Source: an optimization exercise on an open RTL-to-GDS flow (aim: small area). Production flows keep margins and buffers that such runs may drop. Power figures rest on the tool's default switching activity, not on a simulated workload.

==> flow/design.v (excerpt) <==
module pianotiles(
		CLOCK_50,
		reset,
		KEY,
		plot,
		vga_x,
		vga_y,
		vga_colour,
		HEX0,
		HEX1,
		LEDR
		);
Size: ~750 cells after synthesis, about 59 I/O pins, roughly 6300 um^2 of cells after synthesis.
clock: 10.0 ns
lec_check: 0
cap_margin: 20
core_margin: 2
core_utilization: 40
place_density: 0.6
slew_margin: 20
standard.sh (not shown) runs the stock make flow with config.mk's settings and CLKGATE_MAP_FILE= SYNTH_SCRIPT=/design/flow/synth_recipe.tcl, a recipe that flattens the netlist after the stock synthesis.
==> flow/flow/run.sh <==
#!/bin/bash
# Own layout flow: the standard layout (standard.sh) with two changes.
#  - Synthesis is the standard script (synth_recipe.tcl), but its abc step
#    uses an area-oriented ABC script (area.abc) and adders are left to ABC
#    (ADDER_MAP_FILE empty) instead of half/full-adder cells. Registers are
#    mapped before the abc step, exactly as in the standard synthesis.
#  - The port buffers are sky130_fd_sc_hd__buf_1 cells.
# Each tool writes its full log under orfs/logs/; make's output goes to
# standard.log in the work folder.
set -euo pipefail
here=$(cd "$(dirname "${BASH_SOURCE[0]}")" && pwd)
bash standard.sh \
	SYNTH_SCRIPT="$here/own_synth.tcl" \
	ADDER_MAP_FILE= \
	"BUFFER_PORTS_ARGS=-buffer_cell sky130_fd_sc_hd__buf_1" \
	finish > standard.log 2>&1
==> flow/flow/area.abc <==
strash
&get -n
&st
&dch
&nf -a
&put
mfs2 -W 4 -M 5000
strash
&get -n
&st
&dch -f
&nf -a
&put
topo
==> flow/flow/own_synth.tcl <==
# The standard synthesis (synth_recipe.tcl in the work folder) with its abc
# call pointed at area.abc, next to this file.
set own_dir [file dirname [file normalize [info script]]]
proc abc {args} {
  global own_dir
  set i [lsearch -exact $args -script]
  if { $i >= 0 } {
    lset args [expr { $i + 1 }] [file join $own_dir area.abc]
  }
  puts "own_synth: abc $args"
  yosys abc {*}$args
}
source [file join [file dirname $own_dir] synth_recipe.tcl]
The first run produced a clean layout.
Next try:
==> flow/run.sh (new file) <==
#!/bin/bash
# synth_recipe.tcl (not shown) runs the flow's synth.tcl, then flattens the netlist and writes it again
# the make line also repeats each setting of config.mk as NAME=value (left out here)
make -C /OpenROAD-flow-scripts/flow DESIGN_CONFIG=/design/flow/config.mk WORK_HOME=/design/flow/orfs CLKGATE_MAP_FILE= SYNTH_SCRIPT=/design/flow/synth_recipe.tcl finish
--- a/flow/config.mk
+++ b/flow/config.mk
@@ -7,0 +8 @@
+export ABC_AREA = 1
removed: flow/flow/run.sh
removed: flow/flow/area.abc
removed: flow/flow/own_synth.tcl
removed: flow/standard.sh
=> Worst setup slack is better by 0.31 ns. Sequential share of layout area shrinks by 6.6 points. Total power increases by 2.2%. Hold slack gets worse by 0.035 ns. Sequential power barely changes. Count of clock-buffer cells in the layout decreases by 1. Global-route usage falls by 0.88 points.
Next try:
==> flow/flow/run.sh (new file) <==
#!/bin/bash
# Own layout flow: the standard layout (standard.sh) with two changes.
#  - Synthesis is the standard script (synth_recipe.tcl), but its abc step
#    uses an area-oriented ABC script (area.abc) and adders are left to ABC
#    (ADDER_MAP_FILE empty) instead of half/full-adder cells. Registers are
#    mapped before the abc step, exactly as in the standard synthesis.
#  - The port buffers are sky130_fd_sc_hd__buf_1 cells.
#  - Clock tree synthesis takes its arguments from cts_args.
# Each tool writes its full log under orfs/logs/; make's output goes to
# standard.log in the work folder.
set -euo pipefail
here=$(cd "$(dirname "${BASH_SOURCE[0]}")" && pwd)
bash standard.sh \
	SYNTH_SCRIPT="$here/own_synth.tcl" \
	ADDER_MAP_FILE= \
	"BUFFER_PORTS_ARGS=-buffer_cell sky130_fd_sc_hd__buf_1" \
	"CTS_ARGS=$(cat "$here/cts_args")" \
	finish > standard.log 2>&1
==> flow/flow/area.abc (new file) <==
strash
&get -n
&deepsyn -T 10
&put
&get -n
&st
&dch -f
&nf -a
&put
topo
==> flow/flow/cts_args (new file) <==
-sink_clustering_enable -repair_clock_nets -buf_list sky130_fd_sc_hd__clkbuf_16 -sink_clustering_size 35 -dont_use_dummy_load
==> flow/flow/own_synth.tcl (new file) <==
# The standard synthesis (synth_recipe.tcl in the work folder) with its abc
# call pointed at area.abc, next to this file.
set own_dir [file dirname [file normalize [info script]]]
proc abc {args} {
  global own_dir
  set i [lsearch -exact $args -script]
  if { $i >= 0 } {
    lset args [expr { $i + 1 }] [file join $own_dir area.abc]
  }
  puts "own_synth: abc $args"
  yosys abc {*}$args
}
source [file join [file dirname $own_dir] synth_recipe.tcl]
==> flow/standard.sh (new file) <==
#!/bin/bash
# synth_recipe.tcl (not shown) runs the flow's synth.tcl, then flattens the netlist and writes it again
# the make line also repeats each setting of config.mk as NAME=value (left out here)
make -C /OpenROAD-flow-scripts/flow DESIGN_CONFIG=/design/flow/config.mk WORK_HOME=/design/flow/orfs CLKGATE_MAP_FILE= SYNTH_SCRIPT=/design/flow/synth_recipe.tcl "${@:-finish}"
--- a/flow/config.mk
+++ b/flow/config.mk
@@ -8 +7,0 @@
-export ABC_AREA = 1
removed: flow/run.sh
=> The new run finished with timing, DRC and antenna clean. Fmax rose by 2.8%. Worst hold slack improved by 0.023 ns. Setup slack improved by 0.17 ns. Synthesized area fell by 20%. Design area fell by 22%. Power fell by 9.1%. Count of clock-buffer cells in the layout is unchanged. Clock skew rose by 0.023 ns.
Next try:
--- a/flow/flow/run.sh
+++ b/flow/flow/run.sh
@@ -8 +7,0 @@
-#  - Clock tree synthesis takes its arguments from cts_args.
@@ -17 +15,0 @@
-	"CTS_ARGS=$(cat "$here/cts_args")" \
==> flow/flow/area.abc (replaced) <==
strash
&get -n
&st
&dch
&nf -a
&put
mfs2 -W 4 -M 5000
strash
&get -n
&st
&dch -f
&nf -a
&put
topo
--- a/flow/config.mk
+++ b/flow/config.mk
@@ -10,0 +11 @@
+export CTS_BUF_LIST = sky130_fd_sc_hd__clkbuf_8
removed: flow/flow/cts_args
Effect: Cell area grows by about 3.3%. Critical path depth falls by 1. Synthesized area increases by about 3%. Hold slack is better by 0.018 ns. Sequential share of layout area fell by 1.2 points. Power is lower by about 3%. Wire length is lower by about 2.1%. Global-route usage is lower by 0.89 points. Clock skew went down by 0.022 ns.
No functional check of the RTL was part of any run of this note.

-- port drivers added, routing unchanged --
The results above use ideal ports. As a check the final layouts listed here were re-extracted and re-timed, cells and wires unchanged. Step 1 assumes that a clkbuf_16 drives the clock port and a buf_2 every other input. Step 2 adds t to the input delays and takes it off the output delays; t is the mean of the earliest and latest rising clock arrival at the registers after step 1. Input paths then give back, and output paths get back, about the clock's delay inside the block. a / b / c = ideal / step 1 / step 2; a / b = the first two.
run | t, ns | setup slack, ns | latest minus earliest clock arrival (ns) | cell pins on the clock port's net
the first run | 0.387 | 3.434 / 3.434 / 3.434 | 0.008 / 0.007 | 1
the second run | 0.404 | 3.748 / 3.748 / 3.748 | 0.007 / 0.007 | 1
the third run | 0.391 | 3.918 / 3.918 / 3.918 | 0.031 / 0.031 | 1
the fourth run | 0.414 | 3.392 / 3.392 / 3.392 | 0.008 / 0.008 | 1
After both steps setup and hold are still met in every run listed.
